Context: an optimization exercise on an open-source flow, tuned for small area and a short achievable clock period. The choices shown serve that exercise and are no tape-out recipe.
The RTL was checked by simulation tests, not by an equivalence proof against the original design.
Power is estimated from default activity; no workload was simulated.

**config.mk**
```make
export PLATFORM = sky130hd
export DESIGN_NAME = ALU
export DESIGN_NICKNAME = ALU
export VERILOG_FILES = /design/flow/design.v
export SDC_FILE = /design/flow/constraint.sdc
export NUM_CORES = 4
export LEC_CHECK = 0
export CAP_MARGIN = 20
export CORE_MARGIN = 2
export CORE_UTILIZATION = 40
export GPL_TIMING_DRIVEN = 0
export SETUP_SLACK_MARGIN = 1.5
export SLEW_MARGIN = 20
export SYNTH_HIERARCHICAL = 1
export SYNTH_MINIMUM_KEEP_SIZE = 0
```
**constraint.sdc**
```tcl
create_clock -name core_clock -period 5.5 [get_ports {clk}]
set_input_delay 1.1000 -clock core_clock [delete_from_list [all_inputs] [get_ports {clk}]]
set_output_delay 1.1000 -clock core_clock [all_outputs]
set_load 0.01 [all_outputs]
```
**design.v**
```verilog
`timescale 1ns / 1ps
module ALU(
    input clk,
    input reset,
    input [31:0] A,
    input [31:0] B,
    input [3:0] ALU_control,
    output reg [31:0] result,
    output Z,
    output reg N,
    output reg C,
    output reg V
    );
    wire [3:0] op = ALU_control;
    wire op_addsub = (op[3:1] == 3'b000);
    wire op_or   = (op == 4'b0010);
    wire op_and  = (op == 4'b0011);
    wire op_xor  = (op == 4'b0100);
    wire op_sll  = (op == 4'b0101);
    wire op_srl  = (op == 4'b0110);
    wire op_slt  = (op == 4'b0111);
    wire op_sltu = (op == 4'b1000);
    wire inv = op[3] | (op[0] & ~(op[1] & ~op[2]));
    wire [31:0] bx = B ^ {32{inv}};
    wire [31:0] p, gn, tn;
    genvar k;
    generate for (k = 0; k < 32; k = k + 1) begin : g_pg
        alu_pg u (.a(A[k]), .b(bx[k]), .p(p[k]), .gn(gn[k]), .tn(tn[k]));
    end endgenerate
    wire [31:0] sum;
    wire c31, cout;
    alu_add u_add (.p(p), .gn(gn), .tn(tn), .cin(inv), .sum(sum), .c31(c31), .cout(cout));
    wire lt_c0 = op_sltu | (op_slt & (~(A[31] ^ B[31]) | A[31]));
    wire lt_c1 = op_slt & A[31] & ~B[31];
    wire lt;
    alu_mux2 u_lt (.s(cout), .a0(lt_c0), .a1(lt_c1), .y(lt));
    wire [31:0] y;
    alu_shr u_shr (.a(A), .s(B[4:0]), .left(op[0]), .y(y));
    wire sel_s = op_addsub;
    wire sel_p = op_xor | op_or;
    wire nsel_g = ~(op_and | op_or);
    wire [31:0] r;
    generate for (k = 0; k < 32; k = k + 1) begin : g_r
        wire n1, n2, n3, n4;
        alu_a2bb2oi u1 (.an(gn[k]), .bn(nsel_g), .c(sel_p), .d(p[k]), .y(n1));
        alu_aoi22 u2 (.a(sel_s), .b(sum[k]), .c(op_srl), .d(y[k]), .y(n2));
        if (k != 0) begin : g_n3
            alu_nand2 u3 (.a(op_sll), .b(y[31 - k]), .y(n3));
        end
        if (k == 0) begin : g_b0
            alu_a21oi u4 (.a(op_sll), .b(y[31 - k]), .c(lt), .y(n4));
            alu_nand3 u5 (.a(n1), .b(n2), .c(n4), .y(r[k]));
        end else begin : g_bn
            alu_nand3 u5 (.a(n1), .b(n2), .c(n3), .y(r[k]));
        end
    end endgenerate
    wire c_w = op_addsub & cout;
    wire v_w = op_addsub & ~p[31] & (c31 ^ A[31]);
    reg zero_ok;
    assign Z = zero_ok & ~|result;
    always @(posedge clk or posedge reset) begin
        if (reset) begin
            result <= 32'b0;
            zero_ok <= 1'b0;
            N <= 1'b0;
            C <= 1'b0;
            V <= 1'b0;
        end else begin
            result <= r;
            zero_ok <= 1'b1;
            N <= r[31];
            C <= c_w;
            V <= v_w;
        end
    end
endmodule
module alu_pg(input a, input b, output p, output gn, output tn);
    alu_nand2 u1 (.a(a), .b(b), .y(gn));
    alu_nor2 u2 (.a(a), .b(b), .y(tn));
    alu_and2b u3 (.a(gn), .bn(tn), .y(p));
endmodule
module alu_g0(input gn, input tn, input cin, output y);
    assign y = gn & (tn | ~cin);
endmodule
module alu_gt(input gh, input th, input gl, output y);
    assign y = ~(gh | (th & gl));
endmodule
module alu_gi(input gh, input th, input gl, output y);
    assign y = ~(gh & (th | gl));
endmodule
module alu_inv(input a, output y);
    assign y = ~a;
endmodule
module alu_nand2(input a, input b, output y);
    assign y = ~(a & b);
endmodule
module alu_nor2(input a, input b, output y);
    assign y = ~(a | b);
endmodule
module alu_mux2(input s, input a0, input a1, output y);
    assign y = s ? a1 : a0;
endmodule
module alu_a21oi(input a, input b, input c, output y);
    assign y = ~((a & b) | c);
endmodule
module alu_and2b(input a, input bn, output y);
    assign y = a & ~bn;
endmodule
module alu_nand4(input a, input b, input c, input d, output y);
    assign y = ~(a & b & c & d);
endmodule
module alu_nand3(input a, input b, input c, output y);
    assign y = ~(a & b & c);
endmodule
module alu_oai22(input a, input b, input c, input d, output y);
    assign y = ~((a | b) & (c | d));
endmodule
module alu_aoi22(input a, input b, input c, input d, output y);
    assign y = ~((a & b) | (c & d));
endmodule
module alu_a2bb2oi(input an, input bn, input c, input d, output y);
    assign y = ~((~an & ~bn) | (c & d));
endmodule
module alu_shr(
    input [31:0] a,
    input [4:0] s,
    input left,
    output [31:0] y
    );
    wire nleft = ~left;
    wire [4:0] ns = ~s;
    wire [31:0] t [0:5];
    genvar i, k;
    generate
        for (i = 0; i < 32; i = i + 1) begin : g_in
            alu_oai22 u (.a(nleft), .b(a[31 - i]), .c(left), .d(a[i]), .y(t[0][i]));
        end
        for (k = 0; k < 5; k = k + 1) begin : g_st
            for (i = 0; i < 32; i = i + 1) begin : g_b
                if (i + (1 << k) < 32) begin : g_m
                    alu_oai22 u (.a(ns[k]), .b(t[k][i + (1 << k)]), .c(s[k]), .d(t[k][i]), .y(t[k + 1][i]));
                end else if (k % 2 == 0) begin : g_f0
                    alu_nor2 u (.a(s[k]), .b(t[k][i]), .y(t[k + 1][i]));
                end else begin : g_f1
                    alu_nand2 u (.a(ns[k]), .b(t[k][i]), .y(t[k + 1][i]));
                end
            end
        end
    endgenerate
    assign y = t[5];
endmodule
module alu_add(
    input [31:0] p,
    input [31:0] gn,
    input [31:0] tn,
    input cin,
    output [31:0] sum,
    output c31,
    output cout
    );
    wire g0n;
    alu_g0 u_g0 (.gn(gn[0]), .tn(tn[0]), .cin(cin), .y(g0n));
    wire g0_1;
    alu_gi ug0 (.gh(gn[1]), .th(tn[1]), .gl(g0n), .y(g0_1));
    wire g0_3;
    alu_gi ug1 (.gh(gn[3]), .th(tn[3]), .gl(gn[2]), .y(g0_3));
    wire t0_3;
    alu_nor2 ut1 (.a(tn[3]), .b(tn[2]), .y(t0_3));
    wire g0_5;
    alu_gi ug2 (.gh(gn[5]), .th(tn[5]), .gl(gn[4]), .y(g0_5));
    wire t0_5;
    alu_nor2 ut2 (.a(tn[5]), .b(tn[4]), .y(t0_5));
    wire g0_7;
    alu_gi ug3 (.gh(gn[7]), .th(tn[7]), .gl(gn[6]), .y(g0_7));
    wire t0_7;
    alu_nor2 ut3 (.a(tn[7]), .b(tn[6]), .y(t0_7));
    wire g0_9;
    alu_gi ug4 (.gh(gn[9]), .th(tn[9]), .gl(gn[8]), .y(g0_9));
    wire t0_9;
    alu_nor2 ut4 (.a(tn[9]), .b(tn[8]), .y(t0_9));
    wire g0_11;
    alu_gi ug5 (.gh(gn[11]), .th(tn[11]), .gl(gn[10]), .y(g0_11));
    wire t0_11;
    alu_nor2 ut5 (.a(tn[11]), .b(tn[10]), .y(t0_11));
    wire g0_13;
    alu_gi ug6 (.gh(gn[13]), .th(tn[13]), .gl(gn[12]), .y(g0_13));
    wire t0_13;
    alu_nor2 ut6 (.a(tn[13]), .b(tn[12]), .y(t0_13));
    wire g0_15;
    alu_gi ug7 (.gh(gn[15]), .th(tn[15]), .gl(gn[14]), .y(g0_15));
    wire t0_15;
    alu_nor2 ut7 (.a(tn[15]), .b(tn[14]), .y(t0_15));
    wire g0_17;
    alu_gi ug8 (.gh(gn[17]), .th(tn[17]), .gl(gn[16]), .y(g0_17));
    wire t0_17;
    alu_nor2 ut8 (.a(tn[17]), .b(tn[16]), .y(t0_17));
    wire g0_19;
    alu_gi ug9 (.gh(gn[19]), .th(tn[19]), .gl(gn[18]), .y(g0_19));
    wire t0_19;
    alu_nor2 ut9 (.a(tn[19]), .b(tn[18]), .y(t0_19));
    wire g0_21;
    alu_gi ug10 (.gh(gn[21]), .th(tn[21]), .gl(gn[20]), .y(g0_21));
    wire t0_21;
    alu_nor2 ut10 (.a(tn[21]), .b(tn[20]), .y(t0_21));
    wire g0_23;
    alu_gi ug11 (.gh(gn[23]), .th(tn[23]), .gl(gn[22]), .y(g0_23));
    wire t0_23;
    alu_nor2 ut11 (.a(tn[23]), .b(tn[22]), .y(t0_23));
    wire g0_25;
    alu_gi ug12 (.gh(gn[25]), .th(tn[25]), .gl(gn[24]), .y(g0_25));
    wire t0_25;
    alu_nor2 ut12 (.a(tn[25]), .b(tn[24]), .y(t0_25));
    wire g0_27;
    alu_gi ug13 (.gh(gn[27]), .th(tn[27]), .gl(gn[26]), .y(g0_27));
    wire t0_27;
    alu_nor2 ut13 (.a(tn[27]), .b(tn[26]), .y(t0_27));
    wire g0_29;
    alu_gi ug14 (.gh(gn[29]), .th(tn[29]), .gl(gn[28]), .y(g0_29));
    wire t0_29;
    alu_nor2 ut14 (.a(tn[29]), .b(tn[28]), .y(t0_29));
    wire g0_31;
    alu_gi ug15 (.gh(gn[31]), .th(tn[31]), .gl(gn[30]), .y(g0_31));
    wire t0_31;
    alu_nor2 ut15 (.a(tn[31]), .b(tn[30]), .y(t0_31));
    wire g1_3;
    alu_gt ug16 (.gh(g0_3), .th(t0_3), .gl(g0_1), .y(g1_3));
    wire g1_7;
    alu_gt ug17 (.gh(g0_7), .th(t0_7), .gl(g0_5), .y(g1_7));
    wire t1_7;
    alu_nand2 ut17 (.a(t0_7), .b(t0_5), .y(t1_7));
    wire g1_11;
    alu_gt ug18 (.gh(g0_11), .th(t0_11), .gl(g0_9), .y(g1_11));
    wire t1_11;
    alu_nand2 ut18 (.a(t0_11), .b(t0_9), .y(t1_11));
    wire g1_15;
    alu_gt ug19 (.gh(g0_15), .th(t0_15), .gl(g0_13), .y(g1_15));
    wire t1_15;
    alu_nand2 ut19 (.a(t0_15), .b(t0_13), .y(t1_15));
    wire g1_19;
    alu_gt ug20 (.gh(g0_19), .th(t0_19), .gl(g0_17), .y(g1_19));
    wire t1_19;
    alu_nand2 ut20 (.a(t0_19), .b(t0_17), .y(t1_19));
    wire g1_23;
    alu_gt ug21 (.gh(g0_23), .th(t0_23), .gl(g0_21), .y(g1_23));
    wire t1_23;
    alu_nand2 ut21 (.a(t0_23), .b(t0_21), .y(t1_23));
    wire g1_27;
    alu_gt ug22 (.gh(g0_27), .th(t0_27), .gl(g0_25), .y(g1_27));
    wire t1_27;
    alu_nand2 ut22 (.a(t0_27), .b(t0_25), .y(t1_27));
    wire g1_31;
    alu_gt ug23 (.gh(g0_31), .th(t0_31), .gl(g0_29), .y(g1_31));
    wire t1_31;
    alu_nand2 ut23 (.a(t0_31), .b(t0_29), .y(t1_31));
    wire g2_7;
    alu_gi ug24 (.gh(g1_7), .th(t1_7), .gl(g1_3), .y(g2_7));
    wire g2_15;
    alu_gi ug25 (.gh(g1_15), .th(t1_15), .gl(g1_11), .y(g2_15));
    wire t2_15;
    alu_nor2 ut25 (.a(t1_15), .b(t1_11), .y(t2_15));
    wire g2_23;
    alu_gi ug26 (.gh(g1_23), .th(t1_23), .gl(g1_19), .y(g2_23));
    wire t2_23;
    alu_nor2 ut26 (.a(t1_23), .b(t1_19), .y(t2_23));
    wire g2_31;
    alu_gi ug27 (.gh(g1_31), .th(t1_31), .gl(g1_27), .y(g2_31));
    wire t2_31;
    alu_nor2 ut27 (.a(t1_31), .b(t1_27), .y(t2_31));
    wire g3_15;
    alu_gt ug28 (.gh(g2_15), .th(t2_15), .gl(g2_7), .y(g3_15));
    wire g3_31;
    alu_gt ug29 (.gh(g2_31), .th(t2_31), .gl(g2_23), .y(g3_31));
    wire t3_31;
    alu_nand2 ut29 (.a(t2_31), .b(t2_23), .y(t3_31));
    wire g4_31;
    alu_gi ug30 (.gh(g3_31), .th(t3_31), .gl(g3_15), .y(g4_31));
    wire x0;
    alu_inv ui0 (.a(g3_15), .y(x0));
    wire g5_23;
    alu_gt ug31 (.gh(g2_23), .th(t2_23), .gl(x0), .y(g5_23));
    wire x1;
    alu_inv ui1 (.a(g2_7), .y(x1));
    wire g6_11;
    alu_gi ug32 (.gh(g1_11), .th(t1_11), .gl(x1), .y(g6_11));
    wire g6_19;
    alu_gi ug33 (.gh(g1_19), .th(t1_19), .gl(g3_15), .y(g6_19));
    wire g6_27;
    alu_gi ug34 (.gh(g1_27), .th(t1_27), .gl(g5_23), .y(g6_27));
    wire x2;
    alu_inv ui2 (.a(g1_3), .y(x2));
    wire g7_5;
    alu_gt ug35 (.gh(g0_5), .th(t0_5), .gl(x2), .y(g7_5));
    wire g7_9;
    alu_gt ug36 (.gh(g0_9), .th(t0_9), .gl(g2_7), .y(g7_9));
    wire g7_13;
    alu_gt ug37 (.gh(g0_13), .th(t0_13), .gl(g6_11), .y(g7_13));
    wire g7_17;
    alu_gt ug38 (.gh(g0_17), .th(t0_17), .gl(x0), .y(g7_17));
    wire g7_21;
    alu_gt ug39 (.gh(g0_21), .th(t0_21), .gl(g6_19), .y(g7_21));
    wire x3;
    alu_inv ui3 (.a(g5_23), .y(x3));
    wire g7_25;
    alu_gt ug40 (.gh(g0_25), .th(t0_25), .gl(x3), .y(g7_25));
    wire g7_29;
    alu_gt ug41 (.gh(g0_29), .th(t0_29), .gl(g6_27), .y(g7_29));
    wire x4;
    alu_inv ui4 (.a(g0_1), .y(x4));
    wire g8_2;
    alu_gi ug42 (.gh(gn[2]), .th(tn[2]), .gl(x4), .y(g8_2));
    wire g8_4;
    alu_gi ug43 (.gh(gn[4]), .th(tn[4]), .gl(g1_3), .y(g8_4));
    wire g8_6;
    alu_gi ug44 (.gh(gn[6]), .th(tn[6]), .gl(g7_5), .y(g8_6));
    wire g8_8;
    alu_gi ug45 (.gh(gn[8]), .th(tn[8]), .gl(x1), .y(g8_8));
    wire g8_10;
    alu_gi ug46 (.gh(gn[10]), .th(tn[10]), .gl(g7_9), .y(g8_10));
    wire x5;
    alu_inv ui5 (.a(g6_11), .y(x5));
    wire g8_12;
    alu_gi ug47 (.gh(gn[12]), .th(tn[12]), .gl(x5), .y(g8_12));
    wire g8_14;
    alu_gi ug48 (.gh(gn[14]), .th(tn[14]), .gl(g7_13), .y(g8_14));
    wire g8_16;
    alu_gi ug49 (.gh(gn[16]), .th(tn[16]), .gl(g3_15), .y(g8_16));
    wire g8_18;
    alu_gi ug50 (.gh(gn[18]), .th(tn[18]), .gl(g7_17), .y(g8_18));
    wire x6;
    alu_inv ui6 (.a(g6_19), .y(x6));
    wire g8_20;
    alu_gi ug51 (.gh(gn[20]), .th(tn[20]), .gl(x6), .y(g8_20));
    wire g8_22;
    alu_gi ug52 (.gh(gn[22]), .th(tn[22]), .gl(g7_21), .y(g8_22));
    wire g8_24;
    alu_gi ug53 (.gh(gn[24]), .th(tn[24]), .gl(g5_23), .y(g8_24));
    wire g8_26;
    alu_gi ug54 (.gh(gn[26]), .th(tn[26]), .gl(g7_25), .y(g8_26));
    wire x7;
    alu_inv ui7 (.a(g6_27), .y(x7));
    wire g8_28;
    alu_gi ug55 (.gh(gn[28]), .th(tn[28]), .gl(x7), .y(g8_28));
    wire g8_30;
    alu_gi ug56 (.gh(gn[30]), .th(tn[30]), .gl(g7_29), .y(g8_30));
    assign sum[0] = p[0] ^ cin;
    assign sum[1] = ~(p[1] ^ g0n);
    assign sum[2] = p[2] ^ g0_1;
    assign sum[3] = p[3] ^ g8_2;
    assign sum[4] = ~(p[4] ^ g1_3);
    assign sum[5] = p[5] ^ g8_4;
    assign sum[6] = ~(p[6] ^ g7_5);
    assign sum[7] = p[7] ^ g8_6;
    assign sum[8] = p[8] ^ g2_7;
    assign sum[9] = p[9] ^ g8_8;
    assign sum[10] = ~(p[10] ^ g7_9);
    assign sum[11] = p[11] ^ g8_10;
    assign sum[12] = p[12] ^ g6_11;
    assign sum[13] = p[13] ^ g8_12;
    assign sum[14] = ~(p[14] ^ g7_13);
    assign sum[15] = p[15] ^ g8_14;
    assign sum[16] = ~(p[16] ^ g3_15);
    assign sum[17] = p[17] ^ g8_16;
    assign sum[18] = ~(p[18] ^ g7_17);
    assign sum[19] = p[19] ^ g8_18;
    assign sum[20] = p[20] ^ g6_19;
    assign sum[21] = p[21] ^ g8_20;
    assign sum[22] = ~(p[22] ^ g7_21);
    assign sum[23] = p[23] ^ g8_22;
    assign sum[24] = ~(p[24] ^ g5_23);
    assign sum[25] = p[25] ^ g8_24;
    assign sum[26] = ~(p[26] ^ g7_25);
    assign sum[27] = p[27] ^ g8_26;
    assign sum[28] = p[28] ^ g6_27;
    assign sum[29] = p[29] ^ g8_28;
    assign sum[30] = ~(p[30] ^ g7_29);
    assign sum[31] = p[31] ^ g8_30;
    assign c31 = g8_30;
    assign cout = g4_31;
endmodule
```
**flow/run.sh**
```bash
#!/bin/bash
# The standard ORFS layout, with these changes: before the floorplan repair
# every gate gets its smallest size (flow/pre_fp.tcl), and port buffers use
# the smallest buffer.
set -euo pipefail
bash standard.sh \
  "PRE_FLOORPLAN_TCL=$PWD/flow/pre_fp.tcl" \
  "BUFFER_PORTS_ARGS=-buffer_cell sky130_fd_sc_hd__buf_1" \
  finish > flow_make.log 2>&1
```
**flow/pre_fp.tcl**
```tcl
# Run before ORFS's floorplan repair: remove the synthesis buffers and give
# every cell the smallest drive strength of its kind; the repair steps that
# follow size up only what timing needs.
remove_buffers
set n 0
foreach inst [get_cells *] {
  set cell [get_property $inst ref_name]
  if {![regexp {^(sky130_fd_sc_hd__[a-z0-9]+)_([0-9]+)$} $cell -> base drive]} { continue }
  if {[string match "*dfr*" $base] || [string match "*df*" $base]} { continue }
  set best $cell
  set best_area [get_property [get_lib_cells */$cell] area]
  foreach lc [get_lib_cells */${base}_*] {
    set name [get_property $lc name]
    if {![regexp "^${base}_\[0-9\]+\$" $name]} { continue }
    if {[get_property $lc dont_use]} { continue }
    set a [get_property $lc area]
    if {$a < $best_area} { set best $name; set best_area $a }
  }
  if {$best ne $cell} {
    replace_cell $inst $best
    incr n
  }
}
puts "pre_fp: downsized $n cells"
```
**standard.sh**
```bash
#!/bin/bash
# synth_recipe.tcl (not shown) runs the flow's synth.tcl, then flattens the netlist and writes it again
# the make line also repeats each setting of config.mk as NAME=value (left out here)
make -C /OpenROAD-flow-scripts/flow DESIGN_CONFIG=/design/flow/config.mk WORK_HOME=/design/flow/orfs CLKGATE_MAP_FILE= SYNTH_SCRIPT=/design/flow/synth_recipe.tcl "${@:-finish}"
```
==> out/metrics.cfg, run 1 <==
[setup_path]
required_ps = 5670
critical_path.max_fanout = 16
worstSetupPathType = in2reg
crit_path_start_kind = input port
cp-end-kind = flop
critical_path_arrival_ps = 4040

[die]
start_util_pct = 41.2
die_area_um2 = 12000
die_h_um = 110
core-area_um2 = 10800
io_pins = 106
placementRows = 38
dieWidth_um = 110

[grt]
grt_max_degree = 40
antenna_found_initial = 1
grt_use_met2_pct = 47.1
grt_pass1_wl_um = 26700
grt_pass1_vias = 5137
track_usage_pct = 29.0
overflow = 0
grtUsageMet3_pct = 2.73
gr-max-usage-layer = met2
met1_usage_pct = 41.0

[sta]
min_period_over_period_pct = 70.4
hold_slack_ps = 890
setup_tns_ps = 0
tightest_slew_ps = 914
finalHoldViolations = 0
drv_slew = 0
rsz0062_at_grt = false
setup_viol_count_final = 0
relSlewSlack_pct = 39.0
period_minus_slack_ps = 3870
max_freq_ghz = 0.258

[worst_hold_path]
hold_path_class = in2async

[routing]
drt-total-wl_um = 17800
vias = 5740
drtAntennaViolNets = 0
drcViolationCount = 0
drtIter0Drc = 370
firstDrtPassIters = 8
wire_per_inst_um = 19.6
via_per_inst = 6.29

[layout]
final_common_cell = o22ai_1
fin_util_pct = 50.2
final-seq-area_um2 = 876
areaGrowthSynthToFinish_pct = 22.0
final_cell_mix = o22ai_1, buf_1, nand2_1
drive_above_1_share_pct = 8.16
nets = 841
antennaDiodeCount = 0
multi_input_area_um2 = 3660
fillers = 1151

[placed_design]
dp_hpwl_um = 14400
port_buffers = 105
gp_congestion = 0.948

[logic_synthesis]
syn_area_um2 = 4460
syn_avg_cell_area_um2 = 6.89
synthCells = 648
ys_warn_count = 8
synth_nets = 718

[clocking]
clock_tree.root_cell = clkbuf_8
clockBufferDepth = 2
cts_tree = built
clkTransAtPathRegs_ps = 70
clkSinkCount = 35
ctsHoldBuffers = 0
numCtsBuffers = 5
htreeDepth = 2

[status]
status = timing/DRC/antenna clean

[run]
cap_violations = 0

[power]
vdd_ir_drop_max_mv = 0.190
cellPowerDensity_nw_per_um2 = 231
total_leakage_power_nw = 1.95

## power by group
part           switching [mW]  internal [mW]  total (mW)
sequential             0.0158          0.288       0.304
clock                  0.0925          0.181       0.273
combinational           0.426          0.253       0.679
## repair_timing
action | CTS | global route
buffers inserted | 2 | 0
setup endpoints to repair | 11 | 9
pin swaps | 1 | 3
gates resized for setup | 3 | 16
## metal layers
| layer | vias up | part of all wire [%] |
|---|---|---|
| met2 | 225 | 46 |
| met1 | 2720 | 45 |
| met5 | - | 0.062 |
| met4 | 2 | 2.0 |
| met3 | 22 | 6.7 |
| li1 | 2771 | - |
## sequential cells by signal, summed over array words and instances, names as in the netlist
signal,flops
V,1
N,1
result,31
C,1
zero_ok,1
## worst max-delay path: stages
cell,delay (ps)
clkbuf_2,140
nand2b_4,170
a21oi_4,220
buf_16,190
buf_16,170
xnor2_1,110
nor2_2,160
o21ai_1,120
a21oi_2,190
o21ai_1,110
a21oi_2,170
inv_2,90
a21oi_4,230
o21ai_2,120
a21oi_2,220
o21ai_2,90
xor2_1,150
a22oi_1,180
nand3_1,90
## path summary, 6_finish.rpt
kind	to	cells after the start	slack [ps]	from
max in group asynchronous	result[11]$_DFF_PP0_	2	4170	reset
min in group core_clock	V$_DFF_PP0_	4	1280	ALU_control[2]
worst max-delay path	N$_DFF_PP0_	19	1630	ALU_control[2]
worst min-delay path	zero_ok$_DFF_PP0_	2	890	reset
## metrics by stage
stage               power [mW]  setup WS (ps)  instances  instance area (µm²)
floorplan                0.753           1090        648                 4540
detailed placement       0.960            864        902                 5240
global route              1.34           1500        912                 5450
CTS                       1.24           1500        912                 5400
global placement         0.944           -358        893                 5110
finish                    1.26           1630        912                 5450
## cell type report
class                      instances  area share, %
clock inverter                     3           1.24
multi-input combinational        596           67.2
tap                              140           3.22
timing repair buffer             116           9.79
inverter                          17           1.17
clock buffer                       5           1.26
sequential                        35           16.1
==> run 2, diff against run 1 <==
--- a/design.v
+++ b/design.v
@@ -44,10 +44,10 @@
         wire n1, n2, n3, n4;
         alu_a2bb2oi u1 (.an(gn[k]), .bn(nsel_g), .c(sel_p), .d(p[k]), .y(n1));
-        alu_aoi22 u2 (.a(sel_s), .b(sum[k]), .c(op_srl), .d(y[k]), .y(n2));
+        alu_nand2 u2 (.a(sel_s), .b(sum[k]), .y(n2));
         if (k != 0) begin : g_n3
-            alu_nand2 u3 (.a(op_sll), .b(y[31 - k]), .y(n3));
+            alu_aoi22 u3 (.a(op_srl), .b(y[k]), .c(op_sll), .d(y[31 - k]), .y(n3));
         end
         if (k == 0) begin : g_b0
-            alu_a21oi u4 (.a(op_sll), .b(y[31 - k]), .c(lt), .y(n4));
+            alu_a221oi u4 (.a(op_srl), .b(y[k]), .c(op_sll), .d(y[31 - k]), .e(lt), .y(n4));
             alu_nand3 u5 (.a(n1), .b(n2), .c(n4), .y(r[k]));
         end else begin : g_bn
@@ -98,4 +98,7 @@
     assign y = ~(a | b);
 endmodule
+module alu_a221oi(input a, input b, input c, input d, input e, output y);
+    assign y = ~((a & b) | (c & d) | e);
+endmodule
 module alu_mux2(input s, input a0, input a1, output y);
     assign y = s ? a1 : a0;
--- a/config.mk
+++ b/config.mk
@@ -9,6 +9,6 @@
 export CORE_MARGIN = 2
 export CORE_UTILIZATION = 40
-export GPL_TIMING_DRIVEN = 0
-export SETUP_SLACK_MARGIN = 1.5
+export GPL_TIMING_DRIVEN = 1
+export SETUP_SLACK_MARGIN = 1.75
 export SLEW_MARGIN = 20
 export SYNTH_HIERARCHICAL = 1
==> run 2 against run 1 <==
Effect of this change: via count increased by 2.5%; synthesized area stayed put; synthesized cell count is the same; sequential share of layout area is 0.29 points lower; final area rose by 1.8%; combinational power up 2%; count of clock-buffer cells in the layout grew 3; utilization rose by 0.92 points.
==> out/metrics.cfg, run 2 <==
[setup_path]
path_cells = clkbuf_2, nand2b_4, a21oi_4, xnor2_1, nor2_1, inv_1, a21boi_4, o21ai_2, a21oi_4, o21ai_4, a21oi_4, inv_2, a21oi_4, o21ai_2, a21oi_2, o21ai_2, xor2_1, nand2_1, nand3_1
critical_path.max_fanout = 7
critical_path_arrival_ps = 3810
worst_path_dominant_cell_family = compound AO/OA/AOI/OAI gates
cp.buffers_inverters = 3
critPathSlowestCell = a21oi_4
worstSetupPathType = in2reg
crit_path_frequent_cell = a21oi_4
required_ps = 5660
cpPeakStageDelay_ps = 240
crit_path_start_kind = input port
cp-end-kind = flop
startpoint = ALU_control[2]
path_depth = 19

[placed_design]
port_buffers = 105
place_ws_ps = 853
gp_congestion = 0.912
dp_hpwl_um = 13700

[power]
cellPowerDensity_nw_per_um2 = 215
switching_share_pct = 44.0
total_leakage_power_nw = 2.01
p_sw_uw = 524
power_frac_comb_pct = 57.9
vdd_ir_drop_max_mv = 0.175
p_seq_share_pct = 25.6
intPower_uw = 667
pwr-share-clk_pct = 16.5

[grt]
overflow = 0
grt_pass1_vias = 5153
grt_max_degree = 40
grtUsageMet3_pct = 2.07
gr-max-usage-layer = met2
grt_pass1_wl_um = 26300
antenna_found_initial = 0
grt_use_met2_pct = 47.3
track_usage_pct = 28.4
met1_usage_pct = 39.5

[logic_synthesis]
ys_warn_count = 8
syn_avg_cell_area_um2 = 6.89
synthCells = 648
syn_area_um2 = 4460
synth_nets = 718

[layout]
areaGrowthSynthToFinish_pct = 24.3
final_cell_mix = o22ai_1, buf_1, nand2_1
final_common_cell = o22ai_1
antennaDiodeCount = 0
drive_above_1_share_pct = 9.16
nets = 855
largest_reg_flops = 31
top_register = result

[sta]
drv_slew = 0
tightest_slew_ps = 938
min_period_over_period_pct = 66.3
rsz0062_at_grt = true
setup_tns_ps = 0
max_freq_ghz = 0.274
relSlewSlack_pct = 37.4
worst_slack_ps = 1850
finalHoldViolations = 0
setup_viol_count_final = 0
period_minus_slack_ps = 3650

[routing]
drt-total-wl_um = 18000
firstDrtPassIters = 5
drtIter0Drc = 521
wire_per_inst_um = 19.4
via_per_inst = 6.35
vias = 5884
drcViolationCount = 0
drtAntennaViolNets = 0

[clocking]
numCtsBuffers = 5
clkSinkCount = 35
clock_tree.root_cell = clkbuf_8
htreeDepth = 2
clkTransAtPathRegs_ps = 70
clockBufferDepth = 2
cts_tree = built

[die]
io_pins = 106
start_util_pct = 41.2
dieWidth_um = 110
die_h_um = 110
die_area_um2 = 12000
placementRows = 38
core-area_um2 = 10800

[worst_hold_path]
hold_path_class = in2async

[run]
cap_violations = 0

[status]
status = timing/DRC/antenna clean

==> run 2: layer usage <==
layer  up-vias  wire length (µm)
li1       2800                 -
met1      2827              8220
met2       226              8290
met3        31              1090
met4         0               376
met5         -                 0
==> run 2: power groups by stage <==
stage          sequential [mW]  clock [mW]  combinational, mW
6_report                 0.305       0.196              0.690
5_1_grt                  0.309       0.209              0.747
4_1_cts                  0.306       0.200              0.644
3_5_place_dp             0.310           0              0.632
3_3_place_gp             0.309           0              0.623
2_1_floorplan            0.325           0              0.426
==> run 2: path summary, 6_finish.rpt <==
path	to	slack [ps]
max	N$_DFF_PP0_	1850
max in group asynchronous	result[24]$_DFF_PP0_	4330
min	zero_ok$_DFF_PP0_	860
min in group core_clock	V$_DFF_PP0_	1310
==> run 2: through the flow <==
stage	cell area (µm²)	cells	util, %	hold slack, ps	power, mW
4_1_cts	5380	916	49.7	875	1.15
3_3_place_gp	5220	904	48.1	1180	0.932
5_1_grt	5550	926	51.2	928	1.26
3_5_place_dp	5220	904	48.1	1180	0.942
2_1_floorplan	4550	648	-	1250	0.751
6_report	5550	926	51.2	860	1.19
==> run 2: tightest hold or removal path, cell delays in order <==
cell	delay (ps)
buf_1	70
inv_1	40
buf_4	360
==> run 2: layout make-up <==
cell class                 count  area (µm²)
timing repair inverter         1        7.51
clock buffer                   8         100
fill                        1158        5300
inverter                      17        67.6
multi-input combinational    596        3680
sequential                    35         876
tap                          140         175
timing repair buffer         129         634
==> run 2: timing repair <==
item | 4_1_cts | 5_1_grt
hold buffers | 0 | 0
buffers inserted | 3 | 9
cloned | 1 | 1
pin swaps | 2 | 8
gates resized for setup | 9 | 19
endpoints found under the setup margin | 29 | 33
==> run 3, diff against run 2 <==
--- a/design.v
+++ b/design.v
@@ -30,9 +30,11 @@
     wire [31:0] sum;
     wire c31, cout;
-    alu_add u_add (.p(p), .gn(gn), .tn(tn), .cin(inv), .sum(sum), .c31(c31), .cout(cout));
+    wire g0n;
+    alu_mux2i u_g0 (.s(inv), .a0(A[0] & B[0]), .a1(A[0] | ~B[0]), .y(g0n));
+    alu_add u_add (.p(p), .gn(gn), .tn(tn), .cin(inv), .g0n(g0n), .sum(sum), .c31(c31), .cout(cout));
     wire lt_c0 = op_sltu | (op_slt & (~(A[31] ^ B[31]) | A[31]));
     wire lt_c1 = op_slt & A[31] & ~B[31];
-    wire lt;
-    alu_mux2 u_lt (.s(cout), .a0(lt_c0), .a1(lt_c1), .y(lt));
+    wire ltn;
+    alu_mux2i u_lt (.s(cout), .a0(lt_c0), .a1(lt_c1), .y(ltn));
     wire [31:0] y;
     alu_shr u_shr (.a(A), .s(B[4:0]), .left(op[0]), .y(y));
@@ -49,6 +51,6 @@
         end
         if (k == 0) begin : g_b0
-            alu_a221oi u4 (.a(op_srl), .b(y[k]), .c(op_sll), .d(y[31 - k]), .e(lt), .y(n4));
-            alu_nand3 u5 (.a(n1), .b(n2), .c(n4), .y(r[k]));
+            alu_aoi22 u4 (.a(op_srl), .b(y[k]), .c(op_sll), .d(y[31 - k]), .y(n4));
+            alu_nand4 u5 (.a(n1), .b(n2), .c(n4), .d(ltn), .y(r[k]));
         end else begin : g_bn
             alu_nand3 u5 (.a(n1), .b(n2), .c(n3), .y(r[k]));
@@ -80,7 +82,4 @@
     alu_and2b u3 (.a(gn), .bn(tn), .y(p));
 endmodule
-module alu_g0(input gn, input tn, input cin, output y);
-    assign y = gn & (tn | ~cin);
-endmodule
 module alu_gt(input gh, input th, input gl, output y);
     assign y = ~(gh | (th & gl));
@@ -101,4 +100,7 @@
     assign y = ~((a & b) | (c & d) | e);
 endmodule
+module alu_mux2i(input s, input a0, input a1, output y);
+    assign y = ~(s ? a1 : a0);
+endmodule
 module alu_mux2(input s, input a0, input a1, output y);
     assign y = s ? a1 : a0;
@@ -158,10 +160,9 @@
     input [31:0] tn,
     input cin,
+    input g0n,
     output [31:0] sum,
     output c31,
     output cout
     );
-    wire g0n;
-    alu_g0 u_g0 (.gn(gn[0]), .tn(tn[0]), .cin(cin), .y(g0n));
     wire g0_1;
     alu_gi ug0 (.gh(gn[1]), .th(tn[1]), .gl(g0n), .y(g0_1));
--- a/config.mk
+++ b/config.mk
@@ -10,5 +10,5 @@
 export CORE_UTILIZATION = 40
 export GPL_TIMING_DRIVEN = 1
-export SETUP_SLACK_MARGIN = 1.75
+export SETUP_SLACK_MARGIN = 1.7
 export SLEW_MARGIN = 20
 export SYNTH_HIERARCHICAL = 1
==> run 3 against run 2 <==
Effect of this change: final area shrank 0.83%; flip-flop and latch count is the same; non-clock buffer count shrank 1; worst setup slack lost 48 ps; sequential power is essentially flat; largest power group unchanged.
==> out/metrics.cfg, run 3 <==
[layout]
nets = 855
final_cell_area_um2 = 5500
final_cell_mix = o22ai_1, buf_1, nand2_1
antennaDiodeCount = 0
drive_above_1_share_pct = 8.52
top_register = result
largest_reg_flops = 31
final_cells = 926
areaGrowthSynthToFinish_pct = 22.9
fin_util_pct = 50.5
fillers = 1146
final_common_cell = o22ai_1

[die]
dieWidth_um = 110
placementRows = 38
die_h_um = 110
die_area_um2 = 12000
io_pins = 106
start_util_pct = 41.1
core-area_um2 = 10900

[logic_synthesis]
syn_area_um2 = 4470
synth_nets = 719
ys_warn_count = 8
syn_avg_cell_area_um2 = 6.89
synthCells = 649

[power]
pwr-share-clk_pct = 17.0
intPower_uw = 658
p_seq_share_pct = 26.0
power_frac_comb_pct = 56.9
p_sw_uw = 516
vdd_ir_drop_max_mv = 0.160
switching_share_pct = 44.0
total_leakage_power_nw = 1.98
power_mw = 1.17
cellPowerDensity_nw_per_um2 = 213

[setup_path]
crit_path_start_kind = input port
critical_path_arrival_ps = 3810
required_ps = 5610
worstSetupPathType = in2reg
cp-end-kind = flop
startpoint = B[0]
critical_path.max_fanout = 36

[routing]
drt-total-wl_um = 17700
wl_met2_um = 8010
wl_met3_um = 1330
vias = 5822
drcViolationCount = 0
drtIter0Drc = 544
wl_met1_um = 7830
via_per_inst = 6.29
top_layer = met4
wire_per_inst_um = 19.1
drtAntennaViolNets = 0
firstDrtPassIters = 5

[sta]
rsz0062_at_grt = false
finalHoldViolations = 0
min_period_over_period_pct = 67.2
relSlewSlack_pct = 37.6
hold_slack_ps = 855
worst_slack_ps = 1800
setup_tns_ps = 0
max_freq_ghz = 0.271
period_minus_slack_ps = 3700
drv_slew = 0
tightest_slew_ps = 935
setup_viol_count_final = 0

[grt]
grt_max_degree = 40
overflow = 0
grt_pass1_vias = 5196
track_usage_pct = 28.8
antenna_found_initial = 0
grt_pass1_wl_um = 26700

[placed_design]
placed_cell_area_um2 = 5210
place_ws_ps = 902
gp_congestion = 0.944
port_buffers = 105
dp_hpwl_um = 13900
dp_cells = 906

[clocking]
numCtsBuffers = 5
clkTransAtPathRegs_ps = 70
clock_tree.root_cell = clkbuf_8
clkSinkCount = 35
clockBufferDepth = 2
htreeDepth = 2
cts_tree = built

[status]
status = timing/DRC/antenna clean

[worst_hold_path]
hold_path_class = in2async

[run]
cap_violations = 0

-- run 3: cell type report --
type / instances / area [µm²] / area share [%]
clock inverter: 1 / 7.51 / 0.137
timing repair buffer: 128 / 611 / 11.1
sequential: 35 / 876 / 15.9
inverter: 16 / 63.8 / 1.16
timing repair inverter: 1 / 7.51 / 0.137
tap: 140 / 175 / 3.19
multi-input combinational: 598 / 3660 / 66.6
clock buffer: 7 / 96.3 / 1.75
-- run 3: metal layers --
metal | track usage (%) | vias up
met4 | 9.58 | 0
met5 | 0 | -
met2 | 45.9 | 251
li1 | - | 2798
met3 | 3.20 | 31
met1 | 40.3 | 2742
-- run 3: path summary, 6_finish.rpt --
| path | to | slack (ps) | cells after the start |
|---|---|---|---|
| hold / removal | result[0]$_DFF_PP0_ | 860 | 3 |
| min in group core_clock | V$_DFF_PP0_ | 1320 | 4 |
| setup / recovery | result[0]$_DFF_PP0_ | 1800 | 10 |
| max in group asynchronous | result[11]$_DFF_PP0_ | 4340 | 3 |
-- run 3: timing repair --
action,in CTS,in global routing
endpoints found under the setup margin,19,33
setup buffers,2,9
gates cloned,1,0
hold endpoints to repair,0,0
pin swaps,1,2
hold buffers,0,0
gates resized for setup,10,13
-- run 3: worst max-delay path: stages --
cell	delay, ps
buf_1	70
buf_4	230
inv_1	710
o22ai_1	250
o22ai_1	370
o22ai_1	170
o22ai_1	280
o22ai_1	170
a22oi_1	210
nand4_1	220
-- run 3: power groups by stage --
stage / Combinational [mW] / Sequential, mW / Clock, mW
after floorplan: 0.421 / 0.324 / 0
after global routing: 0.731 / 0.310 / 0.218
after global placement: 0.622 / 0.309 / 0
after detailed placement: 0.628 / 0.311 / 0
after CTS: 0.641 / 0.306 / 0.206
final: 0.668 / 0.306 / 0.200

-- static timing again, ports no longer ideal --
The flow's constraints put no driver on any port. The routed layouts listed below were extracted and timed again, unchanged, in two steps. Step 1 assumes that a clkbuf_16 drives the clock port and a buf_2 every other input. Step 2 times the ports against the registers' clock, not the clock port: input delays grow and output delays shrink by t, the midpoint of the rising clock arrivals with the driver on. a / b / c = no drivers / after step 1 / after step 2; a / b = the first two.
| run | t, ns | setup slack, ns | cell pins on the clock port's net |
|---|---|---|---|
| run 1 | 0.312 | 1.629 / 1.635 / 1.322 | 1 |
| run 2 | 0.311 | 1.853 / 1.863 / 1.552 | 1 |
| run 3 | 0.312 | 1.805 / 1.814 / 1.502 | 1 |
After both steps setup and hold are still met in every run listed. For run 1, which loses most, drivers alone change the setup slack by +0.006 ns; drivers and shift together by -0.307 ns.
